Source: an optimization exercise on an open RTL-to-GDS flow (aim: small area and a short achievable clock period). Production flows keep margins and buffers that such runs may drop. Only simulation tests tie the RTL to the original design; equivalence was not proved.

Design UnaryMultiplier, start of the top module:
module UnaryMultiplier
#(
    parameter INPUT_WIDTH = 32,
    parameter COUNT_WIDTH = $clog2(INPUT_WIDTH + 1),
    parameter EPSILON = 8
)
(
    input logic a,
    input logic b,
    input logic [1:0] ready,
    input logic clk,
    input logic reset,
    output logic valid,
    output logic y
);
Size in the first run: roughly 370 cells after synthesis, ~66 flip-flops, ~8 I/O pins, roughly 3800 um^2 of cells after synthesis.
export LEC_CHECK = 0
export CAP_MARGIN = 20
export CORE_MARGIN = 2
export CORE_UTILIZATION = 40
export PLACE_DENSITY = 0.6
export SLEW_MARGIN = 20
create_clock -name core_clock -period 8.0 [get_ports {clk}]
standard.sh (not shown) runs the stock make flow with config.mk's settings and CLKGATE_MAP_FILE= SYNTH_SCRIPT=/design/flow/synth_recipe.tcl, a recipe that flattens the netlist after the stock synthesis.
==> flow/flow/run.sh <==
#!/bin/bash
# The standard layout, except that:
#  - synthesis maps the logic with flow/abc_speed.script (three rounds of
#    &syn2/&dch/&nf) instead of ORFS's ABC script; the rest of synthesis,
#    and so the registers, are ORFS's as run by standard.sh;
#  - the ports get plain buf_2 buffers;
#  - timing repair aims at a setup slack of SETUP_SLACK_MARGIN.
set -e
rm -rf scripts_alt
cp -r "$FLOW_HOME/scripts" scripts_alt
cp flow/abc_speed.script scripts_alt/abc_speed.script
export BUFFER_PORTS_ARGS="-buffer_cell sky130_fd_sc_hd__buf_2"
export SETUP_SLACK_MARGIN=5.3
bash standard.sh SCRIPTS_DIR="$PWD/scripts_alt" synth > synth.log 2>&1
bash standard.sh > standard.log 2>&1
==> flow/flow/abc_speed.script <==
&get -n
&st
&syn2
&dch
&nf
&st
&syn2
&dch
&nf
&put
buffer -c
topo
stime -c
upsize -c
dnsize -c
The starting point completed with no timing, DRC or antenna violations.
Change:
--- a/flow/flow/run.sh
+++ b/flow/flow/run.sh
@@ -13 +13 @@
-export SETUP_SLACK_MARGIN=5.3
+export SETUP_SLACK_MARGIN=5.0
--- a/flow/flow/abc_speed.script
+++ b/flow/flow/abc_speed.script
@@ -1,0 +2,4 @@
+&st
+&syn2
+&dch
+&nf
Result:
- The new run completed without violations
- global-route usage fell by 0.11 points
- non-clock buffer count fell by 9
- via count fell by 2.0%
- synthesized area fell by 0.72%
- wire length fell by 0.59%
Change:
==> flow/flow/run.sh (replaced) <==
#!/bin/bash
# The standard layout, with plain buffers on the ports and timing repair
# aimed at a setup slack of SETUP_SLACK_MARGIN.
export BUFFER_PORTS_ARGS="-buffer_cell sky130_fd_sc_hd__buf_2"
export SETUP_SLACK_MARGIN=5.15
bash standard.sh > standard.log 2>&1
removed: flow/flow/abc_speed.script
Effect:
- The new run finished clean
- die area is higher by 6.3%
- non-clock buffer count is higher by 12
Change:
==> flow/flow/run.sh (replaced) <==
#!/bin/bash
# The standard layout, except that:
#  - synthesis maps the logic with flow/abc_speed.script (three rounds of
#    &syn2/&dch/&nf) instead of ORFS's ABC script; the rest of synthesis,
#    and so the registers, are ORFS's as run by standard.sh;
#  - the ports get plain buf_2 buffers;
#  - timing repair aims at a setup slack of SETUP_SLACK_MARGIN.
set -e
rm -rf scripts_alt
cp -r "$FLOW_HOME/scripts" scripts_alt
cp flow/abc_speed.script scripts_alt/abc_speed.script
export BUFFER_PORTS_ARGS="-buffer_cell sky130_fd_sc_hd__buf_2"
export SETUP_SLACK_MARGIN=5.3
export CTS_ARGS="-sink_clustering_enable -repair_clock_nets -dont_use_dummy_load -root_buf sky130_fd_sc_hd__clkbuf_8 -buf_list sky130_fd_sc_hd__clkbuf_4"
bash standard.sh SCRIPTS_DIR="$PWD/scripts_alt" synth > synth.log 2>&1
bash standard.sh > standard.log 2>&1
==> flow/flow/abc_speed.script (new file) <==
&get -n
&st
&syn2
&dch
&nf
&st
&syn2
&dch
&nf
&st
&syn2
&dch
&nf
&put
buffer -c
topo
stime -c
upsize -c
dnsize -c
Routed wire length fell by roughly a tenth.
Setup slack gets better by 0.14 ns.
Clock-buffer cell count does not change.
Via count fell by roughly a tenth.
Core utilization falls by 1.3 points.
Cell count fell by a little under a tenth.
Synthesized area fell by a few percent.
Non-clock buffer count came out lower by 4.
Register-to-register slack gains 0.14 ns.


Setup of job 144:
Starting RTL as in the previous note.
==> flow/config.mk <==
export PLATFORM = sky130hd
export DESIGN_NAME = UnaryMultiplier
export DESIGN_NICKNAME = UnaryMultiplier
export VERILOG_FILES = /design/flow/design.v
export SDC_FILE = /design/flow/constraint.sdc
export NUM_CORES = 4
export LEC_CHECK = 0
export CAP_MARGIN = 20
export CORE_MARGIN = 2
export CORE_UTILIZATION = 40
export PLACE_DENSITY = 0.6
export SLEW_MARGIN = 20
==> flow/constraint.sdc <==
create_clock -name core_clock -period 8.0 [get_ports {clk}]
set_input_delay 1.6000 -clock core_clock [delete_from_list [all_inputs] [get_ports {clk}]]
set_output_delay 1.6000 -clock core_clock [all_outputs]
set_load 0.01 [all_outputs]
==> flow/flow/run.sh <==
#!/bin/bash
# The standard layout, except that:
#  - synthesis maps the logic with flow/abc_speed.script (three rounds of
#    &syn2/&dch/&nf) instead of ORFS's ABC script; the rest of synthesis,
#    and so the registers, are ORFS's as run by standard.sh;
#  - the ports get plain buf_2 buffers;
#  - timing repair aims at a setup slack of SETUP_SLACK_MARGIN.
set -e
rm -rf scripts_alt
cp -r "$FLOW_HOME/scripts" scripts_alt
cp flow/abc_speed.script scripts_alt/abc_speed.script
export BUFFER_PORTS_ARGS="-buffer_cell sky130_fd_sc_hd__buf_2"
export SETUP_SLACK_MARGIN=5.3
bash standard.sh SCRIPTS_DIR="$PWD/scripts_alt" synth > synth.log 2>&1
bash standard.sh > standard.log 2>&1
==> flow/flow/abc_speed.script <==
&get -n
&st
&syn2
&dch
&nf
&st
&syn2
&dch
&nf
&st
&syn2
&dch
&nf
&put
What job 9032 does differently from job 144 at the input level:
Settings: an added GPL_TIMING_DRIVEN of 1.
==> flow/flow/run.sh <==
#!/bin/bash
# The standard layout, with plain buffers on the ports and timing repair
# aimed at a setup slack of SETUP_SLACK_MARGIN.
export BUFFER_PORTS_ARGS="-buffer_cell sky130_fd_sc_hd__buf_2"
export SETUP_SLACK_MARGIN=5.0
bash standard.sh > standard.log 2>&1
removed: flow/flow/abc_speed.script
### Flow results
Relative to job 144, the final instance count without filler cells of job 9032 is higher by 8.9%.
| maximum frequency | job 9032 vs job 144 | worse |
Job 9032 ended up with a higher synthesized area than job 144 did.
Taking job 144 as the reference point, the clock-buffer cell count of job 9032 falls by 1.
Fraction of met3 tracks used by global routing: job 9032 vs job 144, no meaningful difference
Compared with job 144, job 9032 shows total placed instance area that has gone up by a few percent.
Job 9032 packs its core looser than job 144.
Setup slack on job 9032 is down relative to job 144.
diff inputs: job 9032 => job 2339
Settings: GPL_TIMING_DRIVEN: 1 -> unset.
==> flow/flow/run.sh <==
#!/bin/bash
# Standard layout, with timing repair aimed at a larger setup margin.
cp standard.sh standard.sh.txt
export SETUP_SLACK_MARGIN=${MARGIN:-5.6}
bash standard.sh > standard.log 2>&1
Notes after the runs:
What job 9032 reported for routed wire length has to be multiplied by 1.14 to get the figure for job 2339.
Job 2339 vs job 9032: flip-flop and latch area up in job 2339
Diff job 2339 and job 9032: cell area lower in job 9032
For the worst setup slack after placement, job 2339 came in 0.13 ns lower than job 9032 did.
Summary of job 2339 over job 9032: required time at the worst-slack endpoint neither gained nor lost much.
Job 9032 -> job 2339: fmax increased by a few percent
In the flow results for job 2339 and job 9032, the post-route worst setup slack is smaller on job 9032.
Job 2339 does better than job 9032 on post-route worst hold slack.
#### Input delta (job 1212 over job 2339)
==> flow/flow/run.sh <==
#!/bin/bash
# The standard layout, except that:
#  - synthesis maps the logic with flow/abc_speed.script (three rounds of
#    &syn2/&dch/&nf) instead of ORFS's ABC script; the rest of synthesis,
#    and so the registers, are ORFS's as run by standard.sh;
#  - the ports get plain buf_2 buffers;
#  - timing repair aims at a setup slack of SETUP_SLACK_MARGIN.
set -e
rm -rf scripts_alt
cp -r "$FLOW_HOME/scripts" scripts_alt
cp flow/abc_speed.script scripts_alt/abc_speed.script
export BUFFER_PORTS_ARGS="-buffer_cell sky130_fd_sc_hd__buf_2"
export SETUP_SLACK_MARGIN=5.5
bash standard.sh SCRIPTS_DIR="$PWD/scripts_alt" synth > synth.log 2>&1
bash standard.sh > standard.log 2>&1
==> flow/flow/abc_speed.script (new file) <==
&get -n
&st
&syn2
&dch
&nf
&st
&syn2
&dch
&nf
&st
&syn2
&dch
&nf
&put
buffer -c
topo
stime -c
upsize -c
dnsize -c
--- outcome ---
Job 1212 finished end to end and its layout was clean on timing, DRC and antenna.
Relative to job 2339, the post-route standard cell area excluding fillers measured on job 1212 has decreased by more than 10%.
Worst slack at placement on job 1212 is ahead of job 2339.
Job 1212 against job 2339: clock input transition at the sequential cells of the worst setup and hold paths neither gained nor lost much, worst path setup slack after routing has increased.
Changes in job 4948 relative to job 1212:
diff --git a/flow/flow/run.sh b/flow/flow/run.sh
--- a/flow/flow/run.sh
+++ b/flow/flow/run.sh
@@ -12,3 +12,4 @@
 export BUFFER_PORTS_ARGS="-buffer_cell sky130_fd_sc_hd__buf_2"
-export SETUP_SLACK_MARGIN=5.5
+export SETUP_SLACK_MARGIN=5.3
+export RECOVER_POWER=90
 bash standard.sh SCRIPTS_DIR="$PWD/scripts_alt" synth > synth.log 2>&1
--- outcome ---
- In job 4948, the post-route clock period utilization came out 4.6 points above the value in job 1212.
- Going from job 1212 to job 4948, post-CTS setup repair buffer count now sits lower, design area now sits lower, number of port buffers now sits at about the same level, worst hold slack now sits at about the same level.
- Delta (job 4948 minus job 1212): aggregate global-route resource usage lost 0.65 points, via count fell by about 2%, number of standard cells in the layout, taps in and fillers out saw a decrease.
- Lower total routed wirelength among job 4948 and job 1212: job 4948

[afterwards: timing with drivers on the ports]
Ports are ideal in the flow. The routed layouts listed here were re-timed in OpenROAD. Step 1 assumes that a clkbuf_16 drives the clock port and a buf_2 every other input. Step 2 moves the port delays by t, midway between the first and last clock arrival at a register: inputs arrive t later, outputs are due t later. That takes back most of the time a late clock gives input paths. Three values: ideal ports, drivers, drivers and shift; two values: the first two.
| run | t, ns | setup slack, ns | hold WS [ns] | slew at the worst register clock pin (ns) | pins driven straight from the clock port |
|---|---|---|---|---|---|
| the first run of note 1 | 0.372 | 5.378 / 5.353 / 5.069 | 0.473 / 0.473 / 0.473 | 0.08 / 0.08 | 1 |
| the second run of note 1 | 0.365 | 5.145 / 5.145 / 5.031 | 0.472 / 0.472 / 0.472 | 0.08 / 0.08 | 1 |
| the third run of note 1 | 0.366 | 5.184 / 5.152 / 5.023 | 0.475 / 0.475 / 0.475 | 0.08 / 0.08 | 1 |
| the fourth run of note 1 | 0.369 | 5.326 / 5.326 / 5.103 | 0.470 / 0.470 / 0.470 | 0.07 / 0.07 | 1 |
| job 144 | 0.366 | 5.343 / 5.343 / 5.104 | 0.471 / 0.471 / 0.471 | 0.08 / 0.08 | 1 |
| job 9032 | 0.366 | 5.201 / 5.201 / 4.905 | 0.470 / 0.470 / 0.470 | 0.08 / 0.08 | 1 |
| job 2339 | 0.378 | 5.256 / 5.256 / 5.256 | 0.474 / 0.474 / 0.474 | 0.08 / 0.08 | 1 |
| job 1212 | 0.371 | 5.380 / 5.377 / 5.216 | 0.472 / 0.472 / 0.472 | 0.08 / 0.08 | 1 |
| job 4948 | 0.376 | 5.009 / 5.009 / 5.009 | 0.472 / 0.472 / 0.472 | 0.08 / 0.08 | 1 |
After both steps setup and hold are still met in every run listed. The setup slack of the first run of note 1, which loses most, moves by -0.025 ns with the drivers and by -0.309 ns with both steps.
